Context: an optimization exercise on an open-source flow, tuned for small area and a short achievable clock period. The choices shown serve that exercise and are no tape-out recipe.
RTL that was checked went through simulation tests only; none was proved equivalent to the original.
Function not checked in run 1: the RTL went through the layout flow alone.

==> design/flow/design.v <==
module qrs(
input clk,
input reset,
input signed [15:0] data_in,
output  signed [15:0] up,
output  signed [15:0] low,
output  signed [15:0] low_out,
output  signed [15:0] high,
output  signed [15:0] high_out,
output  signed [15:0] deri_out,
output  signed [15:0] sqr_out,
output  signed [15:0] avg_out,
output  signed [15:0] data_out
    );
integer t;
reg ph;
reg [4:0] cnt;               
always @(posedge clk, posedge reset)
  if (reset) begin
    ph <= 1'b0;
    cnt <= 5'd0;
  end else begin
    ph <= ~ph;
    if (!ph && !cnt[4]) cnt <= cnt + 5'd1;
  end
reg [15:0] up_r;
always @(posedge clk)
  up_r <= data_in;
assign up = ph ? up_r : 16'd0;
reg [7:0] xq [0:10];
always @(posedge clk) begin
  xq[0] <= ph ? up_r[15:8] : data_in[7:0];
  for (t = 1; t < 11; t = t + 1) xq[t] <= xq[t-1];
end
reg [6:0] lq [0:30];
reg [6:0] laux;
wire [12:0] lnew;
always @(posedge clk, posedge reset)
  if (reset) lq[0] <= 7'd0;
  else lq[0] <= ph ? laux : {1'b0, lnew[12:7]};
always @(posedge clk) begin
  laux <= lnew[6:0];
  for (t = 1; t < 31; t = t + 1) lq[t] <= lq[t-1];
end
reg signed [13:0] m0, m1;    
reg [15:0] h1, h2, h3;       
wire [15:0] m0x = {{2{m0[13]}}, m0};
wire [15:0] m1x = {{2{m1[13]}}, m1};
wire [15:0] hsum, hdif, h3m;
wire co_hs, co_hd, co_h3;
sk_add #(16) a_hsum(.a(m0x), .b(m1x), .ci(1'b0), .s(hsum), .co(co_hs));    
sk_add #(16) a_hdif(.a(m0x), .b(~m1x), .ci(1'b1), .s(hdif), .co(co_hd));   
wire [15:0] h3s, h3y;
csa3 #(16) c_h3(.a({m0x[14:0], 1'b0}), .b(m0x), .c(~m1x), .s(h3s), .y(h3y));
sk_add #(16) a_h3m(.a(h3s), .b({h3y[14:0], 1'b1}), .ci(1'b0), .s(h3m), .co(co_h3));  
wire v3 = (cnt >= 5'd3);
wire v6 = (cnt >= 5'd6);
wire v16 = cnt[4];
wire [15:0] mx3 = v3 ? {xq[3], xq[4]} : 16'd0;
wire [15:0] mx6 = v6 ? {xq[9], xq[10]} : 16'd0;
wire [12:0] ml16 = v16 ? {lq[30][5:0], lq[29]} : 13'd0;
wire [17:0] cc;
wire co_cc;
sk_add #(18) a_cc(.a({2'b0, mx6}), .b(~{1'b0, mx3, 1'b0}), .ci(1'b1), .s(cc), .co(co_cc));
wire [14:0] md;
wire co_md;
rc_add #(15) a_md(.a({m0[13], m0}), .b(~{{2{ml16[12]}}, ml16}), .ci(1'b1), .s(md), .co(co_md));
wire [20:0] c2a;
wire co_c2;
assign c2a[4:0] = cc[4:0];
rc_add #(16) a_c2(.a({{3{cc[17]}}, cc[17:5]}), .b({md[14], md}), .ci(1'b0), .s(c2a[20:5]), .co(co_c2));
wire [18:0] es, ey, ea;
wire co_ea;
csa3 #(19) c_ea(.a({3'b0, h3m}), .b(~{3'b0, h1}), .c(~{2'b0, h2, 1'b0}), .s(es), .y(ey));
sk_add #(19) a_ea(.a(es), .b({ey[17:0], 1'b1}), .ci(1'b1), .s(ea), .co(co_ea));
wire [22:0] ka;
wire co_ka;
assign ka[4:0] = c2a[4:0];
rc_add #(18) a_ka(.a({2'b0, c2a[20:5]}), .b(ea[18:1]), .ci(1'b0), .s(ka[22:5]), .co(co_ka));
reg [17:0] cc_r;
reg [12:0] ml16_r;
reg [15:0] klo_r;
reg [6:0] khi_r;
reg c2hi_r;                  
reg [15:0] c2lo_r;           
always @(posedge clk) begin
  cc_r <= cc;
  ml16_r <= ml16;
  klo_r <= ka[15:0];
  khi_r <= ka[22:16];
  c2hi_r <= &c2a[20:16];
  c2lo_r <= c2a[15:0];
end
wire [15:0] sl;
wire co_sl;
ks_add #(16) a_sl(.a(data_in), .b(cc_r[15:0]), .ci(1'b0), .s(sl), .co(co_sl));
assign lnew = {cc_r[17] ^ (cc_r[16] & co_sl), cc_r[16] ^ co_sl, sl[15:5]};
wire [13:0] mnew;
wire co_mn;
sk_add #(14) a_mn(.a({lnew[12], lnew}), .b(~{ml16_r[12], ml16_r}), .ci(1'b1), .s(mnew), .co(co_mn));
wire [15:0] sk;
wire co_sk;
ks_add #(16) a_sk(.a(data_in), .b(klo_r), .ci(1'b0), .s(sk), .co(co_sk));
wire [15:0] sc;
wire co_sc;
ks_add #(16) a_sc(.a(data_in), .b(c2lo_r), .ci(1'b0), .s(sc), .co(co_sc));
wire c21 = co_sc & c2hi_r;
wire [6:0] khi1 = khi_r + 7'd1;
wire [6:0] khi = co_sk ? khi1 : khi_r;
wire [15:0] dna = {khi[6:5] - {1'b0, c21}, khi[4:0], sk[15:7]};
wire [18:0] t1s, t1y, t2s, t2y, tb;
wire co_tb;
csa3 #(19) c_t1(.a({2'b0, h3m, 1'b0}), .b({3'b0, hsum}), .c(~{3'b0, h2}), .s(t1s), .y(t1y));
csa3 #(19) c_t2(.a(t1s), .b({t1y[17:0], 1'b1}), .c(~{2'b0, h3, 1'b0}), .s(t2s), .y(t2y));
sk_add #(19) a_tb(.a(t2s), .b({t2y[17:0], 1'b1}), .ci(1'b0), .s(tb), .co(co_tb));
wire [15:0] dnb = tb[18:3];
wire [15:0] dn = ph ? dnb : dna;
wire [15:0] sn;
sq16 u_sq(.d(dn), .q(sn));
always @(posedge clk, posedge reset)
  if (reset) begin
    m0 <= 14'd0;
    m1 <= 14'd0;
  end else if (!ph) begin
    m0 <= mnew;
    m1 <= m0;
  end
wire [12:0] lA  = {lq[0][5:0], laux};
wire [12:0] lA1 = {lq[2][5:0], lq[1]};
wire [12:0] lB  = {lq[1][5:0], lq[0]};
wire [13:0] lod;
wire co_lo;
sk_add #(14) a_lo(.a({lA[12], lA}), .b(~{lA1[12], lA1}), .ci(1'b1), .s(lod), .co(co_lo));
assign low = ph ? {{3{lA[12]}}, lA} : 16'd0;
assign low_out = ph ? {{2{lod[13]}}, lod} : {{2{lB[12]}}, lB, 1'b0};
assign high = ph ? hdif : {m0x[14:0], 1'b0};
wire [15:0] hcur = ph ? hsum : h3m;
assign high_out = hcur;
always @(posedge clk, posedge reset)
  if (reset) begin
    h1 <= 16'd0; h2 <= 16'd0; h3 <= 16'd0;
  end else begin
    h1 <= hcur; h2 <= h1; h3 <= h2;
  end
reg [15:0] deri_r, sqr_r, s1;
reg [16:0] pp;               
wire [16:0] ppn;
wire co_pp;
rc_add #(17) a_pp(.a({1'b0, sqr_r}), .b({1'b0, s1}), .ci(1'b0), .s(ppn), .co(co_pp));
always @(posedge clk, posedge reset)
  if (reset) begin
    deri_r <= 16'd0; sqr_r <= 16'd0; pp <= 17'd0;
  end else begin
    deri_r <= dn; sqr_r <= sn; pp <= ppn;
  end
always @(posedge clk) s1 <= sqr_r;
assign deri_out = deri_r;
assign sqr_out = sqr_r;
wire [15:0] avg;
avg3 u_avg(.a(sqr_r), .b(pp), .q(avg));
assign avg_out = avg[15:0];
reg [15:0] dout;
always @(posedge clk)
  if (!ph) dout <= avg[15:0];      
assign data_out = dout;
endmodule
module ks_add #(parameter N = 16) (input [N-1:0] a, input [N-1:0] b, input ci, output [N-1:0] s, output co);
  localparam L = (N <= 2) ? 1 : (N <= 4) ? 2 : (N <= 8) ? 3 : (N <= 16) ? 4 : (N <= 32) ? 5 : 6;
  wire [N-1:0] g [0:L];
  wire [N-1:0] p [0:L];
  genvar i, l;
  generate
    for (i = 0; i < N; i = i + 1) begin : pg
      if (i == 0) begin : b0
        assign g[0][0] = (a[0] & b[0]) | ((a[0] ^ b[0]) & ci);
      end else begin : bi
        assign g[0][i] = a[i] & b[i];
      end
      assign p[0][i] = a[i] ^ b[i];
    end
    for (l = 0; l < L; l = l + 1) begin : lv
      for (i = 0; i < N; i = i + 1) begin : nd
        if (i >= (1 << l)) begin : m
          assign g[l+1][i] = g[l][i] | (p[l][i] & g[l][i - (1 << l)]);
          assign p[l+1][i] = p[l][i] & p[l][i - (1 << l)];
        end else begin : k
          assign g[l+1][i] = g[l][i];
          assign p[l+1][i] = p[l][i];
        end
      end
    end
    assign s[0] = p[0][0] ^ ci;
    for (i = 1; i < N; i = i + 1) begin : sm
      assign s[i] = p[0][i] ^ g[L][i-1];
    end
  endgenerate
  assign co = g[L][N-1];
endmodule
module sk_add #(parameter N = 16) (input [N-1:0] a, input [N-1:0] b, input ci, output [N-1:0] s, output co);
  localparam L = (N <= 2) ? 1 : (N <= 4) ? 2 : (N <= 8) ? 3 : (N <= 16) ? 4 : (N <= 32) ? 5 : 6;
  wire [N-1:0] g [0:L];
  wire [N-1:0] p [0:L];
  genvar i, l;
  generate
    for (i = 0; i < N; i = i + 1) begin : pg
      if (i == 0) begin : b0
        assign g[0][0] = (a[0] & b[0]) | ((a[0] ^ b[0]) & ci);
      end else begin : bi
        assign g[0][i] = a[i] & b[i];
      end
      assign p[0][i] = a[i] ^ b[i];
    end
    for (l = 0; l < L; l = l + 1) begin : lv
      for (i = 0; i < N; i = i + 1) begin : nd
        if ((i >> l) & 1) begin : m
          assign g[l+1][i] = g[l][i] | (p[l][i] & g[l][((i >> l) << l) - 1]);
          assign p[l+1][i] = p[l][i] & p[l][((i >> l) << l) - 1];
        end else begin : k
          assign g[l+1][i] = g[l][i];
          assign p[l+1][i] = p[l][i];
        end
      end
    end
    assign s[0] = p[0][0] ^ ci;
    for (i = 1; i < N; i = i + 1) begin : sm
      assign s[i] = p[0][i] ^ g[L][i-1];
    end
  endgenerate
  assign co = g[L][N-1];
endmodule
module rc_add #(parameter N = 16) (input [N-1:0] a, input [N-1:0] b, input ci, output [N-1:0] s, output co);
  wire [N:0] c;
  assign c[0] = ci;
  genvar i;
  generate for (i = 0; i < N; i = i + 1) begin : fa
    assign s[i] = a[i] ^ b[i] ^ c[i];
    assign c[i+1] = (a[i] & b[i]) | (a[i] & c[i]) | (b[i] & c[i]);
  end endgenerate
  assign co = c[N];
endmodule
module csa3 #(parameter N = 16) (input [N-1:0] a, input [N-1:0] b, input [N-1:0] c, output [N-1:0] s, output [N-1:0] y);
  assign s = a ^ b ^ c;
  assign y = (a & b) | (a & c) | (b & c);
endmodule
module m3add(input [1:0] x, input [1:0] y, output [1:0] z);
  assign z[0] = (~x[1] & ~x[0] & y[0]) | (x[0] & ~y[1] & ~y[0]) | (x[1] & y[1]);
  assign z[1] = (~x[1] & ~x[0] & y[1]) | (x[0] & y[0]) | (x[1] & ~y[1] & ~y[0]);
endmodule
module avg3(input [15:0] a, input [16:0] b, output [15:0] q);
  wire [17:0] aa = {2'b0, a};
  wire [17:0] bb = {1'b0, b};
  wire [17:0] g [0:5];
  wire [17:0] p [0:5];
  assign g[0] = aa & bb;
  assign p[0] = aa ^ bb;
  genvar i, l;
  generate
    for (l = 0; l < 5; l = l + 1) begin : lv
      for (i = 0; i < 18; i = i + 1) begin : nd
        if (i >= (1 << l)) begin : m
          assign g[l+1][i] = g[l][i] | (p[l][i] & g[l][i - (1 << l)]);
          assign p[l+1][i] = p[l][i] & p[l][i - (1 << l)];
        end else begin : k
          assign g[l+1][i] = g[l][i];
          assign p[l+1][i] = p[l][i];
        end
      end
    end
  endgenerate
  wire [17:0] cy = g[5];                      
  wire [17:0] y = p[0] ^ {cy[16:0], 1'b0};    
  wire [1:0] e [0:8];
  generate for (i = 0; i < 9; i = i + 1) begin : dg
    wire [1:0] ad = aa[2*i +: 2];
    wire [1:0] bd = bb[2*i +: 2];
    m3add u(.x({ad[1] & ~ad[0], ad[0] & ~ad[1]}), .y({bd[1] & ~bd[0], bd[0] & ~bd[1]}), .z(e[i]));
  end endgenerate
  wire [1:0] s [0:4][0:8];
  generate
    for (i = 0; i < 9; i = i + 1) begin : s0
      assign s[0][i] = e[i];
    end
    for (l = 0; l < 4; l = l + 1) begin : sl
      for (i = 0; i < 9; i = i + 1) begin : sn
        if ((((8 - i) >> l) & 1) && (((8 - i) >> l) << l) >= 1) begin : m
          m3add u(.x(s[l][i]), .y(s[l][8 - ((((8 - i) >> l) << l) - 1)]), .z(s[l+1][i]));
        end else begin : k
          assign s[l+1][i] = s[l][i];
        end
      end
    end
  endgenerate
  generate for (i = 0; i < 8; i = i + 1) begin : qd
    wire [1:0] rs = s[4][i+1];
    wire c = cy[2*i+1];
    wire [1:0] r = c ? {rs[0], ~rs[1] & ~rs[0]} : rs;
    wire d1 = y[2*i+1], d0 = y[2*i];
    assign q[2*i+1] = r[1] | (r[0] & d1);
    assign q[2*i]   = (~r[1] & ~r[0] & d1 & d0) | (r[0] & ~d1) | (r[1] & (d1 | d0));
  end endgenerate
endmodule
module sq16(input [15:0] d, output [15:0] q);
  wire sq_1 = d[0] & d[1];
  wire sq_2 = d[0] & d[2];
  wire sq_3 = d[0] & d[3];
  wire sq_4 = d[0] & d[4];
  wire sq_5 = d[0] & d[5];
  wire sq_6 = d[0] & d[6];
  wire sq_7 = d[0] & d[7];
  wire sq_8 = d[0] & d[8];
  wire sq_9 = d[0] & d[9];
  wire sq_10 = d[0] & d[10];
  wire sq_11 = d[0] & d[11];
  wire sq_12 = d[0] & d[12];
  wire sq_13 = d[0] & d[13];
  wire sq_14 = d[0] & d[14];
  wire sq_15 = d[1] & d[2];
  wire sq_16 = d[1] & d[3];
  wire sq_17 = d[1] & d[4];
  wire sq_18 = d[1] & d[5];
  wire sq_19 = d[1] & d[6];
  wire sq_20 = d[1] & d[7];
  wire sq_21 = d[1] & d[8];
  wire sq_22 = d[1] & d[9];
  wire sq_23 = d[1] & d[10];
  wire sq_24 = d[1] & d[11];
  wire sq_25 = d[1] & d[12];
  wire sq_26 = d[1] & d[13];
  wire sq_27 = d[2] & d[3];
  wire sq_28 = d[2] & d[4];
  wire sq_29 = d[2] & d[5];
  wire sq_30 = d[2] & d[6];
  wire sq_31 = d[2] & d[7];
  wire sq_32 = d[2] & d[8];
  wire sq_33 = d[2] & d[9];
  wire sq_34 = d[2] & d[10];
  wire sq_35 = d[2] & d[11];
  wire sq_36 = d[2] & d[12];
  wire sq_37 = d[3] & d[4];
  wire sq_38 = d[3] & d[5];
  wire sq_39 = d[3] & d[6];
  wire sq_40 = d[3] & d[7];
  wire sq_41 = d[3] & d[8];
  wire sq_42 = d[3] & d[9];
  wire sq_43 = d[3] & d[10];
  wire sq_44 = d[3] & d[11];
  wire sq_45 = d[4] & d[5];
  wire sq_46 = d[4] & d[6];
  wire sq_47 = d[4] & d[7];
  wire sq_48 = d[4] & d[8];
  wire sq_49 = d[4] & d[9];
  wire sq_50 = d[4] & d[10];
  wire sq_51 = d[5] & d[6];
  wire sq_52 = d[5] & d[7];
  wire sq_53 = d[5] & d[8];
  wire sq_54 = d[5] & d[9];
  wire sq_55 = d[6] & d[7];
  wire sq_56 = d[6] & d[8];
  wire sq_57 = sq_3 ^ sq_15 ^ d[2];
  wire sq_58 = (sq_3 & sq_15) | (sq_3 & d[2]) | (sq_15 & d[2]);
  wire sq_59 = sq_4 ^ sq_16;
  wire sq_60 = sq_4 & sq_16;
  wire sq_61 = sq_5 ^ sq_17 ^ sq_27;
  wire sq_62 = (sq_5 & sq_17) | (sq_5 & sq_27) | (sq_17 & sq_27);
  wire sq_63 = sq_6 ^ sq_18 ^ sq_28;
  wire sq_64 = (sq_6 & sq_18) | (sq_6 & sq_28) | (sq_18 & sq_28);
  wire sq_65 = sq_7 ^ sq_19 ^ sq_29;
  wire sq_66 = (sq_7 & sq_19) | (sq_7 & sq_29) | (sq_19 & sq_29);
  wire sq_67 = sq_37 ^ d[4];
  wire sq_68 = sq_37 & d[4];
  wire sq_69 = sq_8 ^ sq_20 ^ sq_30;
  wire sq_70 = (sq_8 & sq_20) | (sq_8 & sq_30) | (sq_20 & sq_30);
  wire sq_71 = sq_9 ^ sq_21 ^ sq_31;
  wire sq_72 = (sq_9 & sq_21) | (sq_9 & sq_31) | (sq_21 & sq_31);
  wire sq_73 = sq_39 ^ sq_45 ^ d[5];
  wire sq_74 = (sq_39 & sq_45) | (sq_39 & d[5]) | (sq_45 & d[5]);
  wire sq_75 = sq_10 ^ sq_22 ^ sq_32;
  wire sq_76 = (sq_10 & sq_22) | (sq_10 & sq_32) | (sq_22 & sq_32);
  wire sq_77 = sq_40 ^ sq_46;
  wire sq_78 = sq_40 & sq_46;
  wire sq_79 = sq_11 ^ sq_23 ^ sq_33;
  wire sq_80 = (sq_11 & sq_23) | (sq_11 & sq_33) | (sq_23 & sq_33);
  wire sq_81 = sq_41 ^ sq_47 ^ sq_51;
  wire sq_82 = (sq_41 & sq_47) | (sq_41 & sq_51) | (sq_47 & sq_51);
  wire sq_83 = sq_12 ^ sq_24 ^ sq_34;
  wire sq_84 = (sq_12 & sq_24) | (sq_12 & sq_34) | (sq_24 & sq_34);
  wire sq_85 = sq_42 ^ sq_48 ^ sq_52;
  wire sq_86 = (sq_42 & sq_48) | (sq_42 & sq_52) | (sq_48 & sq_52);
  wire sq_87 = sq_13 ^ sq_25 ^ sq_35;
  wire sq_88 = (sq_13 & sq_25) | (sq_13 & sq_35) | (sq_25 & sq_35);
  wire sq_89 = sq_43 ^ sq_49 ^ sq_53;
  wire sq_90 = (sq_43 & sq_49) | (sq_43 & sq_53) | (sq_49 & sq_53);
  wire sq_91 = sq_55 ^ d[7];
  wire sq_92 = sq_55 & d[7];
  wire sq_93 = sq_14 ^ sq_26 ^ sq_36;
  wire sq_94 = sq_44 ^ sq_50 ^ sq_54;
  wire sq_95 = sq_60 ^ sq_61 ^ d[3];
  wire sq_96 = (sq_60 & sq_61) | (sq_60 & d[3]) | (sq_61 & d[3]);
  wire sq_97 = sq_62 ^ sq_63;
  wire sq_98 = sq_62 & sq_63;
  wire sq_99 = sq_64 ^ sq_65 ^ sq_67;
  wire sq_100 = (sq_64 & sq_65) | (sq_64 & sq_67) | (sq_65 & sq_67);
  wire sq_101 = sq_66 ^ sq_68 ^ sq_69;
  wire sq_102 = (sq_66 & sq_68) | (sq_66 & sq_69) | (sq_68 & sq_69);
  wire sq_103 = sq_70 ^ sq_71 ^ sq_73;
  wire sq_104 = (sq_70 & sq_71) | (sq_70 & sq_73) | (sq_71 & sq_73);
  wire sq_105 = sq_72 ^ sq_74 ^ sq_75;
  wire sq_106 = (sq_72 & sq_74) | (sq_72 & sq_75) | (sq_74 & sq_75);
  wire sq_107 = sq_76 ^ sq_78 ^ sq_79;
  wire sq_108 = (sq_76 & sq_78) | (sq_76 & sq_79) | (sq_78 & sq_79);
  wire sq_109 = sq_81 ^ d[6];
  wire sq_110 = sq_81 & d[6];
  wire sq_111 = sq_80 ^ sq_82 ^ sq_83;
  wire sq_112 = (sq_80 & sq_82) | (sq_80 & sq_83) | (sq_82 & sq_83);
  wire sq_113 = sq_84 ^ sq_86 ^ sq_87;
  wire sq_114 = (sq_84 & sq_86) | (sq_84 & sq_87) | (sq_86 & sq_87);
  wire sq_115 = sq_89 ^ sq_91;
  wire sq_116 = sq_89 & sq_91;
  wire sq_117 = sq_88 ^ sq_90 ^ sq_92;
  wire sq_118 = sq_93 ^ sq_94 ^ sq_56;
  wire sq_119 = sq_100 ^ sq_101 ^ sq_38;
  wire sq_120 = (sq_100 & sq_101) | (sq_100 & sq_38) | (sq_101 & sq_38);
  wire sq_121 = sq_102 ^ sq_103;
  wire sq_122 = sq_102 & sq_103;
  wire sq_123 = sq_104 ^ sq_105 ^ sq_77;
  wire sq_124 = (sq_104 & sq_105) | (sq_104 & sq_77) | (sq_105 & sq_77);
  wire sq_125 = sq_106 ^ sq_107 ^ sq_109;
  wire sq_126 = (sq_106 & sq_107) | (sq_106 & sq_109) | (sq_107 & sq_109);
  wire sq_127 = sq_108 ^ sq_110 ^ sq_111;
  wire sq_128 = (sq_108 & sq_110) | (sq_108 & sq_111) | (sq_110 & sq_111);
  wire sq_129 = sq_112 ^ sq_113 ^ sq_115;
  wire sq_130 = (sq_112 & sq_113) | (sq_112 & sq_115) | (sq_113 & sq_115);
  wire sq_131 = sq_114 ^ sq_116 ^ sq_117;
  wire sq_132 = sq_126 ^ sq_127 ^ sq_85;
  wire sq_133 = (sq_126 & sq_127) | (sq_126 & sq_85) | (sq_127 & sq_85);
  wire sq_134 = sq_128 ^ sq_129;
  wire sq_135 = sq_128 & sq_129;
  wire sq_136 = sq_130 ^ sq_131 ^ sq_118;
  wire [15:0] sq_ra = {sq_135, sq_133, sq_132, sq_124, sq_122, sq_120, sq_119, sq_98, sq_96, sq_95, sq_58, sq_57, sq_2, sq_1, 1'b0, d[0]};
  wire [15:0] sq_rb = {sq_136, sq_134, 1'b0, sq_125, sq_123, sq_121, 1'b0, sq_99, sq_97, 1'b0, sq_59, 1'b0, 1'b0, d[1], 1'b0, 1'b0};
  wire sq_co;
  ks_add #(.N(16)) sq_add(.a(sq_ra), .b(sq_rb), .ci(1'b0), .s(q), .co(sq_co));
endmodule
==> design/flow/flow/run.sh <==
#!/bin/bash
# Standard layout (the standard.sh), with plain buf_2 cells as the port
# buffers, a clock tree of clkbuf_16 cells in sink clusters of up to 20
# without dummy loads, and timing repair asked to leave 15.7 ns of setup slack.
set -euo pipefail
export BUFFER_PORTS_ARGS="-buffer_cell sky130_fd_sc_hd__buf_2"
export CTS_ARGS="-sink_clustering_enable -repair_clock_nets -dont_use_dummy_load -buf_list sky130_fd_sc_hd__clkbuf_16 -sink_clustering_size 20 -sink_clustering_max_diameter 80"
bash standard.sh SETUP_SLACK_MARGIN=15.7 finish > standard_flow.log 2>&1
==> design/flow/standard.sh <==
#!/bin/bash
# synth_recipe.tcl (not shown) runs the flow's synth.tcl, then flattens the netlist and writes it again
# the make line also repeats each setting of config.mk as NAME=value (left out here)
make -C /OpenROAD-flow-scripts/flow DESIGN_CONFIG=/design/flow/config.mk WORK_HOME=/design/flow/orfs CLKGATE_MAP_FILE= SYNTH_SCRIPT=/design/flow/synth_recipe.tcl "${@:-finish}"
==> design/flow/config.mk <==
export PLATFORM = sky130hd
export DESIGN_NAME = qrs
export DESIGN_NICKNAME = qrs
export VERILOG_FILES = /design/flow/design.v
export SDC_FILE = /design/flow/constraint.sdc
export NUM_CORES = 4
export LEC_CHECK = 0
export ABC_AREA = 1
export CAP_MARGIN = 20
export CORE_MARGIN = 2
export CORE_UTILIZATION = 40
export SLEW_MARGIN = 20
==> design/flow/constraint.sdc <==
create_clock -name core_clock -period 25.0 [get_ports {clk}]
set_input_delay 5.0000 -clock core_clock [delete_from_list [all_inputs] [get_ports {clk}]]
set_output_delay 5.0000 -clock core_clock [all_outputs]
set_load 0.01 [all_outputs]
==> flow_metrics.env, run 1 <==
export IMPL_cts_tree="yes"
export IMPL_synth_area_leader_cell="dfxtp_1"
export IMPL_cts_sinks=548
export IMPL_drv_cap=0
export IMPL_critPathLaunch="data_in[11]"
export IMPL_crit_required_ps=25420
export IMPL_syn_area_mm2=0.0266
export IMPL_r2r_start="cnt[4]"
export IMPL_fin_worst_skew_ps=74.4
export IMPL_start_kind="input port"
export IMPL_worst_slew_pin_slew_ps=979
export IMPL_final_layout_size_suffix_gt1_share_pct=12.0
export IMPL_rsz0062_at_grt="no"
export IMPL_r2r_end="khi_r[6]"
export IMPL_path_class="in2reg"
export IMPL_min_path_type="reg2reg"
export IMPL_drc=0
export IMPL_holdBufCountCts=0
export IMPL_nNetsFinal=3417
export IMPL_critPathMaxFanout=6
export IMPL_drt_iter0_markers=885
export IMPL_die_area_mm2=0.0687
export IMPL_layout_common_cells="nand2_1, inv_1, dfxtp_1"
export IMPL_antenna_found_initial=0
export IMPL_max_slew_margin_pct=34.8
export IMPL_vias=17700
export IMPL_syn_area_per_cell_um2=9.37
export IMPL_ys_flop_type="dfxtp_1"
export IMPL_min_period_ps=9050
export IMPL_status="timing/DRC/antenna clean"
export IMPL_synth_seq_cells=548
export IMPL_fin_ws_ps=15950
export IMPL_timing_fmax_ghz=0.110
export IMPL_synth_edf_count=16
export IMPL_final_core_utilization_pct=45.0
export IMPL_die_w_um=262
export IMPL_grt_max_degree=79
export IMPL_initial_core_util_pct=40.5
export IMPL_finalHoldViolations=0
export IMPL_slew_viol_final=0
export IMPL_ys_seq_area_share_pct=44.3
export IMPL_setup_viol=0
export IMPL_io_pins=162
export IMPL_htree_levels=2
export IMPL_grt_ovfl_total=0
export IMPL_whs_endpoint="xq[6][4]"
export IMPL_synth_area_leaders="dfxtp_1, dfrtp_1, fa_1"
export IMPL_wire_per_inst_um=14.5
export IMPL_cp_end_kind="flip-flop"
export IMPL_grt_usage_pct=17.0
export IMPL_synth_fp_nets=3237
export IMPL_clock_path_buffers=3
export IMPL_wirelength_mm=56.2
export IMPL_core_rowCount=94
export IMPL_die_height_um=262
export IMPL_fin_hold_ws_ps=309
export IMPL_grt_pass1_wl_mm=91.8
export IMPL_place_congestion=0.834
export IMPL_ys_types=66
export IMPL_root_buffer="clkbuf_16"
export IMPL_synth_cells=2842
export IMPL_post_route_period_util_pct=36.2
export IMPL_layout_commonest_cell="nand2_1"
export IMPL_grt_pass1_vias=17500
export IMPL_pre_cts_slack_ps=15200
export IMPL_coreArea_mm2=0.0659
export IMPL_clock_latency_ps=590
export IMPL_ant_nets=0
export IMPL_drt_pre_antenna_iters=6
export IMPL_async_flop_share_pct=24.8
export IMPL_numPortBuffers=160
export IMPL_min_delay_start="xq[5][4]"
export IMPL_post_dp_hpwl_mm=43.7
export IMPL_cts_buffers=39
export IMPL_r2r_cells=36
export IMPL_n_antenna_cell=0
export IMPL_cp_data_arrival_time_ps=9470
export IMPL_yosysWarnings=9
export IMPL_hold_path_depth=0
export IMPL_via_per_inst=4.56
export IMPL_n_fill_cell=6398
export IMPL_area_growth_pct=11.3
export IMPL_synth_top_cell_area_share_pct=29.8
export IMPL_reg2reg_slack_ps=16290
export IMPL_tns_ps=0
export IMPL_clk_pin_slew_ps=70
-- flip-flops by register name, summed over array words and instances (netlist names), 7 cells and up --
signal	count
m0	14
h3	16
lq	216
klo_r	11
c2lo_r	16
cc_r	13
deri_r	16
dout	16
h1	16
h2	16
xq	88
laux	7
m1	14
sqr_r	14
up_r	16
s1	15
pp	17
khi_r	7
ml16_r	13
-- worst max-delay path, stage by stage --
cell and delay (ps):
buf_2 150, ha_1 390, a21oi_2 230, o21ai_4 110, a21oi_4 260, nand2_4 100
nand2_1 80, nand3_2 100, nand2_2 170, nand2_1 100, fa_1 540, inv_1 50
fa_1 470, inv_1 50, fa_1 490, inv_1 40, ha_1 340, a21oi_2 200
o2111ai_1 170, a21oi_1 230, inv_1 60, nand3_1 80, nand2_1 50
-- cell type report --
class                           count  area (µm²)  share of cell area (%)
Sequential cell                   548       11800                    39.9
Multi-Input combinational cell   1709       12800                    43.1
Clock buffer                       39         976                    3.29
Timing Repair Buffer              175         916                    3.09
Tap cell                          864        1080                    3.65
Inverter                          549        2090                    7.04
-- stage by stage --
step	cells	cell area [µm²]
5_1_grt	3884	29600
2_1_floorplan	2842	26600
4_1_cts	3873	29400
3_5_place_dp	3834	28400
6_report	3884	29600
3_3_place_gp	3834	28400
-- how the worst max path moves through the flow --
stage	endpoint
after floorplan	sqr_r[15]
after global placement	sqr_r[15]
after detailed placement	sqr_r[15]
after CTS	high_out[11]
after global routing	sqr_r[15]
final	sqr_r[15]
-- Yosys cell counts (all sizes together) (9+ instances only) --
cell	count
a211oi	9
a21o	12
a21oi	90
buf	18
clkbuf	18
dfrtp	136
dfxtp	396
edfxtp	16
fa	166
ha	211
inv	548
nand2	596
nand3	155
nand3b	17
nand4	10
nor2	139
nor3	12
o211ai	11
o21ai	132
or2	12
xnor2	33
xor2	66
-- repair_timing --
item	CTS	global route
pin swaps	0	5
gates resized for setup	5	52
setup endpoints to repair	6	15
setup buffers	0	11
-- layer usage --
metal	routed length, µm	up-vias	part of all wire (%)	track usage, %
met3	2620	75	4.7	2.93
met4	1500	0	2.7	5.12
li1	-	9139	-	-
met5	0	-	0	0
met1	26400	8225	47	23.0
met2	25700	282	46	27.8
-- kinds of logic (layout without fill, tap and decap cells) --
| group | after synthesis | count (layout) | share of synthesized area (%) |
|---|---|---|---|
| AND/OR/NAND/NOR | 946 | 946 | 15.3 |
| AO/OA/AOI/OAI | 286 | 286 | 6.29 |
| buffers and inverters | 585 | 763 | 8.44 |
| other | 1 | 1 | 0.0141 |
| XOR/XNOR | 99 | 99 | 3.25 |
| flip-flops | 548 | 548 | 44.3 |
| adder cells (fa/ha/maj) | 377 | 377 | 22.4 |
==> run 2, diff against run 1 <==
--- a/design/flow/design.v
+++ b/design/flow/design.v
@@ -33,13 +33,22 @@
   for (t = 1; t < 11; t = t + 1) xq[t] <= xq[t-1];
 end
-reg [6:0] lq [0:30];
+reg [5:0] lq [0:30];
+reg lb0;                     
+reg [14:1] lbq;              
+wire [14:0] lb = {lbq, lb0};
 reg [6:0] laux;
 wire [12:0] lnew;
 always @(posedge clk, posedge reset)
-  if (reset) lq[0] <= 7'd0;
-  else lq[0] <= ph ? laux : {1'b0, lnew[12:7]};
+  if (reset) begin
+    lq[0] <= 6'd0;
+    lb0 <= 1'b0;
+  end else begin
+    lq[0] <= ph ? laux[5:0] : lnew[12:7];
+    if (ph) lb0 <= laux[6];
+  end
 always @(posedge clk) begin
   laux <= lnew[6:0];
   for (t = 1; t < 31; t = t + 1) lq[t] <= lq[t-1];
+  if (ph) lbq <= lb[13:0];
 end
 reg signed [13:0] m0, m1;    
@@ -59,5 +68,5 @@
 wire [15:0] mx3 = v3 ? {xq[3], xq[4]} : 16'd0;
 wire [15:0] mx6 = v6 ? {xq[9], xq[10]} : 16'd0;
-wire [12:0] ml16 = v16 ? {lq[30][5:0], lq[29]} : 13'd0;
+wire [12:0] ml16 = v16 ? {lq[30], lb[14], lq[29]} : 13'd0;
 wire [17:0] cc;
 wire co_cc;
@@ -126,7 +135,7 @@
     m1 <= m0;
   end
-wire [12:0] lA  = {lq[0][5:0], laux};
-wire [12:0] lA1 = {lq[2][5:0], lq[1]};
-wire [12:0] lB  = {lq[1][5:0], lq[0]};
+wire [12:0] lA  = {lq[0], laux};
+wire [12:0] lA1 = {lq[2], lb[0], lq[1]};
+wire [12:0] lB  = {lq[1], lb[0], lq[0]};
 wire [13:0] lod;
 wire co_lo;
@@ -139,8 +148,9 @@
 always @(posedge clk, posedge reset)
   if (reset) begin
-    h1 <= 16'd0; h2 <= 16'd0; h3 <= 16'd0;
+    h1 <= 16'd0; h2 <= 16'd0;
   end else begin
-    h1 <= hcur; h2 <= h1; h3 <= h2;
+    h1 <= hcur; h2 <= h1;
   end
+always @(posedge clk) h3 <= h2;
 reg [15:0] deri_r, sqr_r, s1;
 reg [16:0] pp;               
==> design/flow/flow/run.sh (replaced) <==
#!/bin/bash
# Standard layout (the standard.sh), with plain buf_2 cells as the port
# buffers, a clock tree of clkbuf_16 cells in sink clusters of up to 25
# without dummy loads, and timing repair asked to leave 15.7 ns of setup slack.
set -euo pipefail
export BUFFER_PORTS_ARGS="-buffer_cell sky130_fd_sc_hd__buf_2"
export CTS_ARGS="-sink_clustering_enable -repair_clock_nets -dont_use_dummy_load -buf_list sky130_fd_sc_hd__clkbuf_16 -sink_clustering_size 25 -sink_clustering_max_diameter 90"
bash standard.sh SETUP_SLACK_MARGIN=15.7 finish > standard_flow.log 2>&1
==> run 2 against run 1 <==
Still clean on timing, DRC and antenna. First-iteration DRC count decreased by 13%. Synthesized cell count decreased by 1.2%. Die area decreased by 1.0%. Clock skew decreased by 19 ps. Via count decreased by 1.2%.
==> flow_metrics.env, run 2 <==
export IMPL_status="timing/DRC/antenna clean"
export IMPL_final_core_utilization_pct=44.9
export IMPL_clock_latency_ps=570
export IMPL_min_delay_start="xq[7][3]"
export IMPL_worst_slew_pin_slew_ps=827
export IMPL_crit_slowest_cell="fa_1"
export IMPL_start_kind="input port"
export IMPL_cp_end_kind="flip-flop"
export IMPL_grt_ovfl_total=0
export IMPL_critPathLaunch="data_in[9]"
export IMPL_synth_common_cells="nand2_1, inv_1, dfxtp_1"
export IMPL_clk_pin_slew_ps=90
export IMPL_die_w_um=261
export IMPL_layout_commonest_cell="nand2_1"
export IMPL_finalHoldViolations=0
export IMPL_via_per_inst=4.55
export IMPL_async_flop_share_pct=22.5
export IMPL_cts_tree="yes"
export IMPL_synth_seq_cells=533
export IMPL_syn_area_mm2=0.0264
export IMPL_synth_area_leader_cell="dfxtp_1"
export IMPL_synth_top_cell_area_share_pct=29.1
export IMPL_n_fill_cell=6330
export IMPL_synth_cells=2809
export IMPL_multi_input_area_mm2=0.0129
export IMPL_cts_buffers=34
export IMPL_crit_required_ps=25430
export IMPL_largest_reg_flops=186
export IMPL_root_buffer="clkbuf_16"
export IMPL_yosysWarnings=9
export IMPL_ys_types=62
export IMPL_setup_viol=0
export IMPL_regArea_mm2=0.0116
export IMPL_numPortBuffers=160
export IMPL_grt_pass1_wl_mm=91.2
export IMPL_syn_area_per_cell_um2=9.38
export IMPL_post_route_period_util_pct=36.2
export IMPL_drc=0
export IMPL_cp_data_arrival_time_ps=9490
export IMPL_wire_per_inst_um=14.6
export IMPL_area_growth_pct=11.5
export IMPL_fin_worst_skew_ps=55.0
export IMPL_cts_sinks=533
export IMPL_htree_levels=2
export IMPL_pre_cts_slack_ps=15050
export IMPL_max_slew_margin_pct=44.9
export IMPL_nNetsFinal=3378
export IMPL_ys_flop_type="dfxtp_1"
export IMPL_yosysMostFrequentCell="nand2_1"
export IMPL_path_class="in2reg"
export IMPL_cpMostUsedCell="inv_1"
export IMPL_initial_core_util_pct=40.2
export IMPL_die_area_mm2=0.0680
export IMPL_io_pins=162
export IMPL_core_rowCount=94
export IMPL_timing_fmax_ghz=0.110
export IMPL_die_height_um=261
export IMPL_largestRegisters="lq x186, xq x88, pp x17"
export IMPL_grt_usage_pct=17.0
export IMPL_layout_common_cells="nand2_1, inv_1, dfxtp_1"
export IMPL_rsz0062_at_grt="yes"
export IMPL_min_period_ps=9060
export IMPL_grt_pass1_vias=17400
export IMPL_r2r_start="cnt[4]"
export IMPL_vias=17500
export IMPL_fin_ws_ps=15940
export IMPL_critPathMaxFanout=7
export IMPL_ant_nets=0
export IMPL_ys_seq_area_share_pct=43.9
export IMPL_max_stage_delay_ps=550
export IMPL_critPathBufInv=6
export IMPL_antenna_found_initial=1
export IMPL_critPathTopFamily="adder cells"
export IMPL_post_dp_hpwl_mm=44.0
export IMPL_synth_area_leaders="dfxtp_1, fa_1, dfrtp_1"
export IMPL_place_congestion=0.857
export IMPL_wirelength_mm=56.2
export IMPL_final_layout_size_suffix_gt1_share_pct=12.1
export IMPL_tns_ps=0
export IMPL_synth_edf_count=30
export IMPL_n_antenna_cell=0
export IMPL_drv_cap=0
export IMPL_drt_iter0_markers=773
export IMPL_regMostFlops="lq"
export IMPL_min_path_type="reg2reg"
export IMPL_grt_max_degree=90
export IMPL_coreArea_mm2=0.0655
export IMPL_synth_fp_nets=3204
export IMPL_clock_path_buffers=3
export IMPL_drt_pre_antenna_iters=5
export IMPL_slew_viol_final=0
-- run 2: cell types whose count changed after synthesis, moves of 7 or more --
| cell | change |
|---|---|
| edfxtp_1 | +14 |
| nor2_1 | -7 |
| dfxtp_1 | -13 |
| inv_1 | +12 |
| nor2_2 | -7 |
| o21ai_0 | -8 |
| dfrtp_1 | -16 |
| a21oi_1 | -16 |
-- run 2: path summary, 6_finish.rpt --
path	endpoint	slack, ps	cells past startpoint
max	sqr_r[15]	15940	25
min	xq[8][3]	290	0
max reg2reg	khi_r[6]	16180	35
min reg2reg	xq[8][3]	290	0
max in group asynchronous	m0[0]	19380	4
min in group asynchronous	cnt[0]	4500	2
-- run 2: metrics by stage --
step,std cells,cell area (µm²),hold slack [ps]
3_5_place_dp,3803,28100,312
5_1_grt,3845,29400,307
2_1_floorplan,2809,26400,310
6_report,3845,29400,288
4_1_cts,3840,29000,292
3_3_place_gp,3803,28100,310
-- run 2: metal layers --
layer	global-route usage [%]	vias up	share of wire [%]
li1	-	9004	-
met1	22.6	8163	46
met2	28.9	274	47
met3	2.34	69	3.8
met4	4.86	0	2.7
met5	0	-	0
-- run 2: timing repair --
| action | in CTS | in global routing |
|---|---|---|
| setup endpoints to repair | 4 | 14 |
| hold buffers | 0 | 0 |
| cloned | 0 | 0 |
| endpoints found under the hold margin | 0 | 0 |
| pin swaps | 2 | 9 |
| buffers inserted | 3 | 4 |
| resized for setup | 6 | 60 |
-- run 2: worst reg2reg max path: cells and delay by family, from the launching register on --
| family | cells | cell delay (ps) |
|---|---|---|
| adders and majority gates | 19 | 6180 |
| and+or+nand+nor | 6 | 1180 |
| buffers and inverters | 7 | 590 |
| DFF | 1 | 350 |
| xor gates and xnor gates | 2 | 320 |
| AOI/OAI and AO/OA | 1 | 140 |
-- run 2: cell type report --
class	count	area share, %
flip-flops and latches	533	39.4
repair buffers	173	3.11
well taps	864	3.68
inverters	555	7.17
multi-input cells	1686	43.8
clock buffers	34	2.89
-- run 2: logic make-up after synthesis --
kind of cell / share of synthesized area, %
simple gates: 15.6
buf+inv: 8.58
flops: 43.9
fa+ha+maj: 22.6
compound gates: 5.93
xor+xnor: 3.36
other cells: 0.0142
==> run 3, diff against run 2 <==
--- a/design/flow/flow/run.sh
+++ b/design/flow/flow/run.sh
@@ -6,3 +6,3 @@
 export BUFFER_PORTS_ARGS="-buffer_cell sky130_fd_sc_hd__buf_2"
 export CTS_ARGS="-sink_clustering_enable -repair_clock_nets -dont_use_dummy_load -buf_list sky130_fd_sc_hd__clkbuf_16 -sink_clustering_size 25 -sink_clustering_max_diameter 90"
-bash standard.sh SETUP_SLACK_MARGIN=15.7 finish > standard_flow.log 2>&1
+bash standard.sh SETUP_SLACK_MARGIN=15.9 finish > standard_flow.log 2>&1
==> run 3 against run 2 <==
Still clean on timing, DRC and antenna. Setup slack better by 110 ps. Fmax up 1.2%. Wire length is 1.3% lower. Global-route usage shrank 0.27 points. Cell area grew 1.1%. Register-to-register slack better by 240 ps. First-iteration DRC count is 0.52% higher. Sequential cell count stayed put. Non-clock buffer count increased by 20.
==> flow_metrics.env, run 3 <==
export IMPL_status="timing/DRC/antenna clean"
export IMPL_coreArea_mm2=0.0655
export IMPL_crit_required_ps=25450
export IMPL_crit_slowest_cell="fa_1"
export IMPL_clock_latency_ps=590
export IMPL_cts_buffers=35
export IMPL_die_w_um=261
export IMPL_min_period_ps=8950
export IMPL_timing_fmax_ghz=0.112
export IMPL_grt_usage_pct=16.8
export IMPL_synth_cells=2809
export IMPL_r2r_cells=36
export IMPL_post_route_period_util_pct=35.8
export IMPL_grt_max_degree=90
export IMPL_min_delay_start="xq[6][4]"
export IMPL_area_growth_pct=12.7
export IMPL_syn_area_per_cell_um2=9.38
export IMPL_cp_data_arrival_time_ps=9400
export IMPL_synth_edf_count=30
export IMPL_grt_pass1_wl_mm=89.6
export IMPL_yosysMostFrequentCell="nand2_1"
export IMPL_r2r_end="khi_r[6]"
export IMPL_rsz0062_at_grt="yes"
export IMPL_ant_nets=0
export IMPL_antenna_found_initial=0
export IMPL_n_fill_cell=6337
export IMPL_drc=0
export IMPL_synth_seq_cells=533
export IMPL_clock_path_buffers=3
export IMPL_syn_area_mm2=0.0264
export IMPL_grt_ovfl_total=0
export IMPL_post_dp_hpwl_mm=43.3
export IMPL_final_layout_size_suffix_gt1_share_pct=13.4
export IMPL_worst_slew_pin_slew_ps=823
export IMPL_ys_flop_type="dfxtp_1"
export IMPL_reg2reg_slack_ps=16420
export IMPL_nNetsFinal=3399
export IMPL_synth_common_cells="nand2_1, inv_1, dfxtp_1"
export IMPL_place_congestion=0.861
export IMPL_fin_worst_skew_ps=77.4
export IMPL_regMostFlops="lq"
export IMPL_max_stage_delay_ps=480
export IMPL_drv_cap=0
export IMPL_finalHoldViolations=0
export IMPL_synth_top_cell_area_share_pct=29.1
export IMPL_whs_endpoint="xq[7][4]"
export IMPL_htree_levels=2
export IMPL_cp_end_kind="flip-flop"
export IMPL_wire_per_inst_um=14.3
export IMPL_slew_viol_final=0
export IMPL_drt_pre_antenna_iters=4
export IMPL_largest_reg_flops=186
export IMPL_clk_pin_slew_ps=90
export IMPL_root_buffer="clkbuf_16"
export IMPL_r2r_start="cnt[0]"
export IMPL_die_area_mm2=0.0680
export IMPL_die_height_um=261
export IMPL_core_rowCount=94
export IMPL_vias=17500
export IMPL_hold_path_depth=0
export IMPL_cts_tree="yes"
export IMPL_synth_fp_nets=3204
export IMPL_final_core_utilization_pct=45.4
export IMPL_numPortBuffers=160
export IMPL_cts_sinks=533
export IMPL_wirelength_mm=55.4
export IMPL_ys_seq_area_share_pct=43.9
export IMPL_min_path_type="reg2reg"
export IMPL_drt_iter0_markers=777
export IMPL_async_flop_share_pct=22.5
export IMPL_max_slew_margin_pct=45.2
export IMPL_critPathMaxFanout=6
export IMPL_path_class="in2reg"
export IMPL_initial_core_util_pct=40.2
export IMPL_cpMostUsedCell="nand2_2"
export IMPL_io_pins=162
export IMPL_start_kind="input port"
export IMPL_via_per_inst=4.53
export IMPL_layout_common_cells="nand2_1, inv_1, dfxtp_1"
export IMPL_tns_ps=0
export IMPL_synth_area_leader_cell="dfxtp_1"
export IMPL_layout_commonest_cell="nand2_1"
export IMPL_ys_types=62
export IMPL_fin_hold_ws_ps=304
export IMPL_largestRegisters="lq x186, xq x88, pp x17"
export IMPL_grt_pass1_vias=17300
export IMPL_yosysWarnings=9
export IMPL_setup_viol=0
export IMPL_n_antenna_cell=0
export IMPL_synth_area_leaders="dfxtp_1, fa_1, dfrtp_1"
[run 3: repair_timing]
action | 4_1_cts | 5_1_grt
gates resized for setup | 9 | 83
setup buffers | 3 | 26
pin swaps | 1 | 28
hold buffers | 0 | 0
endpoints found under the setup margin | 12 | 19
cloned | 0 | 0
[run 3: routing by layer]
| layer | global-route usage [%] | share of wire, % |
|---|---|---|
| met4 | 5.10 | 3.0 |
| met1 | 22.3 | 47 |
| met5 | 0 | 0 |
| met3 | 2.36 | 3.6 |
| met2 | 28.3 | 46 |
[run 3: layout make-up]
class / count / area [µm²] / area share (%)
Timing Repair Buffer: 193 / 1070 / 3.59
Multi-Input combinational cell: 1686 / 13000 / 43.8
Clock buffer: 35 / 876 / 2.95
Inverter: 555 / 2110 / 7.11
Tap cell: 864 / 1080 / 3.64
Sequential cell: 533 / 11600 / 39.0
[run 3: through the flow]
step / instances / cell area [µm²] / worst slack (ps)
4_1_cts: 3840 / 29200 / 15830
3_5_place_dp: 3802 / 28200 / 15260
6_report: 3866 / 29700 / 16050
5_1_grt: 3866 / 29700 / 15840
3_3_place_gp: 3802 / 28200 / 15350
2_1_floorplan: 2809 / 26500 / 15910
[run 3: how the worst max path moves through the flow]
stage          slack, ps      endpoint   startpoint
2_1_floorplan      15910     sqr_r[14]  data_in[12]
3_3_place_gp       15350     sqr_r[15]   data_in[4]
3_5_place_dp       15260     sqr_r[15]   data_in[4]
4_1_cts            15830  high_out[15]        m0[1]
5_1_grt            15840  high_out[13]        m0[2]
6_report           16050     sqr_r[15]   data_in[6]
[run 3: critical path, delay by kind of cell]
family / cells / cell delay [ps]
fa+ha+maj: 5 / 1990
simple gates: 15 / 1280
compound gates: 4 / 700
buf+inv: 6 / 420
[run 3: kinds of logic after synthesis]
group	after synthesis	synth area share [%]
xor gates and xnor gates	101	3.36
DFF	533	43.9
and+or+nand+nor	943	15.6
adders and majority gates	377	22.6
buffers and inverters	590	8.58
AOI/OAI and AO/OA	264	5.93
other	1	0.0142
==> run 4, diff against run 3 <==
--- a/design/flow/flow/run.sh
+++ b/design/flow/flow/run.sh
@@ -2,5 +2,5 @@
 # Standard layout (the standard.sh), with plain buf_2 cells as the port
 # buffers, a clock tree of clkbuf_16 cells in sink clusters of up to 25
-# without dummy loads, and timing repair asked to leave 15.7 ns of setup slack.
+# without dummy loads, and timing repair asked to leave 15.9 ns of setup slack.
 set -euo pipefail
 export BUFFER_PORTS_ARGS="-buffer_cell sky130_fd_sc_hd__buf_2"
==> run 4 against run 3 <==
Still clean. Area after synthesis did not move. Setup slack unchanged. Via count is the same. Utilization stayed put. Worst hold slack is the same. Critical path type unchanged.
==> flow_metrics.env, run 4 <==
export IMPL_status="timing/DRC/antenna clean"
export IMPL_r2r_end="khi_r[6]"
export IMPL_worst_slew_pin_slew_ps=823
export IMPL_timing_fmax_ghz=0.112
export IMPL_final_core_utilization_pct=45.4
export IMPL_htree_levels=2
export IMPL_drc=0
export IMPL_drv_cap=0
export IMPL_min_path_type="reg2reg"
export IMPL_cp_end_kind="flip-flop"
export IMPL_grt_max_degree=90
export IMPL_tns_ps=0
export IMPL_syn_area_mm2=0.0264
export IMPL_synth_area_leader_cell="dfxtp_1"
export IMPL_r2r_cells=36
export IMPL_critPathTopFamily="adder cells"
export IMPL_wirelength_mm=55.4
export IMPL_whs_endpoint="xq[7][4]"
export IMPL_clock_path_buffers=3
export IMPL_pre_cts_slack_ps=15260
export IMPL_setup_viol=0
export IMPL_largest_reg_flops=186
export IMPL_crit_slowest_cell="fa_1"
export IMPL_final_layout_size_suffix_gt1_share_pct=13.4
export IMPL_cts_sinks=533
export IMPL_fin_worst_skew_ps=77.4
export IMPL_die_area_mm2=0.0680
export IMPL_yosysWarnings=9
export IMPL_io_pins=162
export IMPL_cp_data_arrival_time_ps=9400
export IMPL_grt_pass1_wl_mm=89.6
export IMPL_place_congestion=0.861
export IMPL_ys_types=62
export IMPL_reg2reg_slack_ps=16420
export IMPL_start_kind="input port"
export IMPL_synth_area_leaders="dfxtp_1, fa_1, dfrtp_1"
export IMPL_yosysMostFrequentCell="nand2_1"
export IMPL_min_delay_start="xq[6][4]"
export IMPL_wire_per_inst_um=14.3
export IMPL_die_w_um=261
export IMPL_regMostFlops="lq"
export IMPL_post_dp_hpwl_mm=43.3
export IMPL_root_buffer="clkbuf_16"
export IMPL_nNetsFinal=3399
export IMPL_ys_seq_area_share_pct=43.9
export IMPL_layout_common_cells="nand2_1, inv_1, dfxtp_1"
export IMPL_grt_usage_pct=16.8
export IMPL_clock_latency_ps=590
export IMPL_vias=17500
export IMPL_finalHoldViolations=0
export IMPL_min_period_ps=8950
export IMPL_cts_tree="yes"
export IMPL_post_route_period_util_pct=35.8
export IMPL_initial_core_util_pct=40.2
export IMPL_numPortBuffers=160
export IMPL_fin_ws_ps=16050
export IMPL_drt_pre_antenna_iters=4
export IMPL_coreArea_mm2=0.0655
export IMPL_crit_required_ps=25450
export IMPL_cts_buffers=35
export IMPL_syn_area_per_cell_um2=9.38
export IMPL_ys_flop_type="dfxtp_1"
export IMPL_grt_pass1_vias=17300
export IMPL_via_per_inst=4.53
export IMPL_critPathBufInv=6
export IMPL_cpMostUsedCell="nand2_2"
export IMPL_synth_seq_cells=533
export IMPL_max_stage_delay_ps=480
export IMPL_synth_common_cells="nand2_1, inv_1, dfxtp_1"
export IMPL_synth_cells=2809
export IMPL_async_flop_share_pct=22.5
export IMPL_slew_viol_final=0
export IMPL_synth_top_cell_area_share_pct=29.1
export IMPL_core_rowCount=94
export IMPL_die_height_um=261
export IMPL_layout_commonest_cell="nand2_1"
export IMPL_clk_pin_slew_ps=90
export IMPL_area_growth_pct=12.7
export IMPL_r2r_start="cnt[0]"
export IMPL_critPathMaxFanout=6
export IMPL_drt_iter0_markers=777
export IMPL_synth_fp_nets=3204
export IMPL_synth_edf_count=30
export IMPL_path_class="in2reg"
export IMPL_holdBufCountCts=0
export IMPL_grt_ovfl_total=0
export IMPL_rsz0062_at_grt="yes"
export IMPL_ant_nets=0
export IMPL_n_antenna_cell=0
export IMPL_hold_path_depth=0
export IMPL_largestRegisters="lq x186, xq x88, pp x17"
export IMPL_n_fill_cell=6337
export IMPL_max_slew_margin_pct=45.2
export IMPL_antenna_found_initial=0
run 4: cell counts after synthesis:
No cell type changed its count.
run 4: routing by layer:
metal  vias up  routed length (µm)  global-route usage [%]
li1       9037                   -                       -
met1      8108               26300                    22.3
met2       265               25500                    28.3
met3        88                2000                    2.36
met4         0                1680                    5.10
met5         -                   0                       0
run 4: cell type report:
| cell class | instances | area (µm²) | share of cell area [%] |
|---|---|---|---|
| clock buffer | 35 | 876 | 2.95 |
| inverter | 555 | 2110 | 7.11 |
| multi-input combinational | 1686 | 13000 | 43.8 |
| sequential | 533 | 11600 | 39.0 |
| tap | 864 | 1080 | 3.64 |
| timing repair buffer | 193 | 1070 | 3.59 |
run 4: repair_timing:
action	CTS	global route
resized for setup	9	83
pin swaps	1	28
buffers inserted	3	26
setup endpoints to repair	12	19
run 4: how the worst max path moves through the flow:
stage	cells past startpoint	endpoint	start	slack [ps]
floorplan	22	sqr_r[14]	data_in[12]	15910
global placement	26	sqr_r[15]	data_in[4]	15350
detailed placement	26	sqr_r[15]	data_in[4]	15260
CTS	18	high_out[15]	m0[1]	15830
global route	20	high_out[13]	m0[2]	15840
finish	30	sqr_r[15]	data_in[6]	16050
run 4: kinds of logic (layout without fill, tap and decap cells):
family                     after synthesis  after routing  share of synthesized area [%]
DFF                                    533            533                           43.9
AOI/OAI and AO/OA                      264            264                           5.93
and+or+nand+nor                        943            943                           15.6
buffers and inverters                  590            783                           8.58
adders and majority gates              377            377                           22.6
other                                    1              1                         0.0142
xor gates and xnor gates               101            101                           3.36
run 4: per-stage QoR:
step | cell area [µm²] | instances | hold slack [ps]
2_1_floorplan | 26500 | 2809 | 310
3_3_place_gp | 28200 | 3802 | 310
3_5_place_dp | 28200 | 3802 | 312
4_1_cts | 29200 | 3840 | 305
5_1_grt | 29700 | 3866 | 306
6_report | 29700 | 3866 | 304
==> run 5, diff against run 4 <==
==> design/flow/flow/run.sh (replaced) <==
#!/bin/bash
# Standard layout (the standard.sh), with plain buf_1 cells as the port
# buffers, a clock tree of clkbuf_16 cells in sink clusters of up to 25
# without dummy loads, and timing repair asked to leave 15.9 ns of setup slack.
set -euo pipefail
export BUFFER_PORTS_ARGS="-buffer_cell sky130_fd_sc_hd__buf_1"
export CTS_ARGS="-sink_clustering_enable -repair_clock_nets -dont_use_dummy_load -buf_list sky130_fd_sc_hd__clkbuf_16 -sink_clustering_size 25 -sink_clustering_max_diameter 90"
bash standard.sh SETUP_SLACK_MARGIN=15.9 finish > standard_flow.log 2>&1
==> run 5 against run 4 <==
Die area is the same. Cell area shrank 0.93%. Worst hold slack lost 24 ps. Critical path type unchanged. Setup slack gained 2.6 ps. Still clean on timing, DRC and antenna. Synthesized cell count is the same. Utilization shrank 0.42 points. Largest cell class unchanged.
==> flow_metrics.env, run 5 <==
export IMPL_status="timing/DRC/antenna clean"
export IMPL_die_w_um=261
export IMPL_crit_end="sqr_r[15]"
export IMPL_io_pins=162
export IMPL_drt_pre_antenna_iters=7
export IMPL_min_path_type="reg2reg"
export IMPL_grt_pass1_wl_mm=90.1
export IMPL_synth_seq_cells=533
export IMPL_critPathBufInv=6
export IMPL_setup_viol=0
export IMPL_min_delay_start="xq[8][7]"
export IMPL_critPathMaxFanout=6
export IMPL_synth_edf_count=30
export IMPL_crit_slowest_cell="fa_1"
export IMPL_syn_area_mm2=0.0264
export IMPL_n_antenna_cell=0
export IMPL_nNetsFinal=3394
export IMPL_ys_seq_area_share_pct=43.9
export IMPL_r2r_end="sqr_r[15]"
export IMPL_synth_top_cell_area_share_pct=29.1
export IMPL_yosysMostFrequentCell="nand2_1"
export IMPL_fin_worst_skew_ps=82.5
export IMPL_start_kind="input port"
export IMPL_largest_reg_flops=186
export IMPL_via_per_inst=4.56
export IMPL_critPathLaunch="data_in[5]"
export IMPL_cts_buffers=31
export IMPL_cp_end_kind="flip-flop"
export IMPL_clock_latency_ps=620
export IMPL_vias=17600
export IMPL_timing_fmax_ghz=0.112
export IMPL_wirelength_mm=55.3
export IMPL_reg2reg_slack_ps=16330
export IMPL_numPortBuffers=160
export IMPL_area_growth_pct=11.7
export IMPL_cts_tree="yes"
export IMPL_async_flop_share_pct=22.5
export IMPL_synth_common_cells="nand2_1, inv_1, dfxtp_1"
export IMPL_core_rowCount=94
export IMPL_die_height_um=261
export IMPL_slew_viol_final=0
export IMPL_rsz0062_at_grt="yes"
export IMPL_grt_ovfl_total=0
export IMPL_syn_area_per_cell_um2=9.38
export IMPL_n_fill_cell=6304
export IMPL_ys_flop_type="dfxtp_1"
export IMPL_layout_commonest_cell="nand2_1"
export IMPL_regMostFlops="lq"
export IMPL_grt_max_degree=90
export IMPL_clk_pin_slew_ps=90
export IMPL_place_congestion=0.841
export IMPL_max_slew_margin_pct=38.5
export IMPL_r2r_start="m0[1]"
export IMPL_post_dp_hpwl_mm=43.3
export IMPL_ys_types=62
export IMPL_largestRegisters="lq x186, xq x88, pp x17"
export IMPL_cts_sinks=533
export IMPL_synth_cells=2809
export IMPL_drv_cap=0
export IMPL_synth_area_leader_cell="dfxtp_1"
export IMPL_yosysWarnings=9
export IMPL_initial_core_util_pct=40.2
export IMPL_cpMostUsedCell="nand2_1"
export IMPL_max_stage_delay_ps=490
export IMPL_post_route_period_util_pct=35.8
export IMPL_layout_common_cells="nand2_1, inv_1, dfxtp_1"
export IMPL_r2r_cells=42
export IMPL_wire_per_inst_um=14.3
export IMPL_coreArea_mm2=0.0655
export IMPL_die_area_mm2=0.0680
export IMPL_drc=0
export IMPL_synth_area_leaders="dfxtp_1, fa_1, dfrtp_1"
export IMPL_htree_levels=1
export IMPL_path_class="in2reg"
export IMPL_grt_usage_pct=16.6
export IMPL_finalHoldViolations=0
export IMPL_timing_critical_path_depth=31
export IMPL_final_layout_size_suffix_gt1_share_pct=8.94
export IMPL_min_period_ps=8950
export IMPL_crit_required_ps=25450
export IMPL_synth_fp_nets=3204
export IMPL_root_buffer="clkbuf_16"
export IMPL_worst_slew_pin_slew_ps=922
export IMPL_antenna_found_initial=0
export IMPL_grt_pass1_vias=17400
export IMPL_clock_path_buffers=3
export IMPL_critPathTopFamily="adder cells"
export IMPL_cp_data_arrival_time_ps=9400
export IMPL_ant_nets=0
export IMPL_final_core_utilization_pct=44.9
export IMPL_drt_iter0_markers=825
export IMPL_tns_ps=0
-- run 5: cell count changes in the layout (fill, tap and decap cells not counted), sizes merged --
cell,before,now
buf,191,184
inv,552,551
clkinvlp,1,2
clkbuf,37,39
-- run 5: repair_timing --
action,in CTS,in global routing
pin swaps,2,21
gates cloned,0,0
hold buffers,0,0
endpoints found under the setup margin,13,20
resized for setup,27,93
setup buffers,8,20
hold endpoints to repair,0,0
-- run 5: area by class of cell --
type / count / area [µm²] / area share [%]
Clock buffer: 31 / 776 / 2.63
Inverter: 555 / 2110 / 7.18
Multi-Input combinational cell: 1686 / 13000 / 44.2
Sequential cell: 533 / 11600 / 39.3
Tap cell: 864 / 1080 / 3.67
Timing Repair Buffer: 192 / 877 / 2.98
-- run 5: kinds of logic after synthesis --
logic type               share of synthesized area, %
AO/OA/AOI/OAI                                    5.93
XOR/XNOR                                         3.36
adder cells (fa/ha/maj)                          22.6
buffers and inverters                            8.58
flip-flops                                       43.9
other                                          0.0142
AND/OR/NAND/NOR                                  15.6
-- run 5: worst min path at each step --
stage	endpoint	slack [ps]	depth (start not counted)
2_1_floorplan	lq[10][0]	310	0
3_3_place_gp	xq[8][0]	310	0
3_5_place_dp	lq[4][1]	310	0
4_1_cts	lq[8][0]	290	0
5_1_grt	lq[5][0]	290	0
6_report	xq[9][7]	280	0
-- run 5: per-stage QoR --
stage | hold slack (ps) | area [µm²] | setup slack, ps | cells
3_3_place_gp | 310 | 28000 | 15140 | 3802
2_1_floorplan | 310 | 26500 | 15910 | 2809
5_1_grt | 293 | 29400 | 15810 | 3861
3_5_place_dp | 312 | 28000 | 15140 | 3802
4_1_cts | 292 | 28900 | 15830 | 3841
6_report | 281 | 29400 | 16050 | 3861
-- run 5: routing by layer --
layer	routed length, µm	track usage (%)	part of all wire (%)
met1	25700	21.9	47
met2	25600	28.4	46
met3	2360	2.71	4.3
met4	1600	4.21	2.9
met5	0	0	0

afterwards: timing with drivers on the ports:
Ports are ideal in the flow. The routed layouts listed here were re-timed in OpenROAD.
Step 1 (the two cells are an assumption about what drives the block):
set clk [get_ports {clk}]
set_driving_cell -lib_cell sky130_fd_sc_hd__clkbuf_16 $clk
set_driving_cell -lib_cell sky130_fd_sc_hd__buf_2 [delete_from_list [all_inputs] $clk]
Step 2, shift: input delay + t, output delay - t, t = (earliest + latest rising clock arrival at the registers) / 2. This alone moves slack from input paths to output paths.
Slacks: ideal / step 1 / step 2; pairs: ideal / step 1.
run | t (ns) | slack for setup (ns) | slew at the worst register clock pin (ns)
run 1 | 0.615 | 15.947 / 15.903 / 15.376 | 0.09 / 0.09
run 2 | 0.595 | 15.938 / 15.979 / 15.385 | 0.10 / 0.10
run 3 | 0.610 | 16.048 / 16.057 / 15.476 | 0.09 / 0.09
run 4 | 0.610 | 16.048 / 16.057 / 15.476 | 0.09 / 0.09
run 5 | 0.648 | 16.050 / 16.046 / 15.445 | 0.10 / 0.10
After both steps every run listed still meets setup and hold. The setup slack of run 5, which loses most, moves by -0.004 ns with the drivers and by -0.605 ns with both steps.
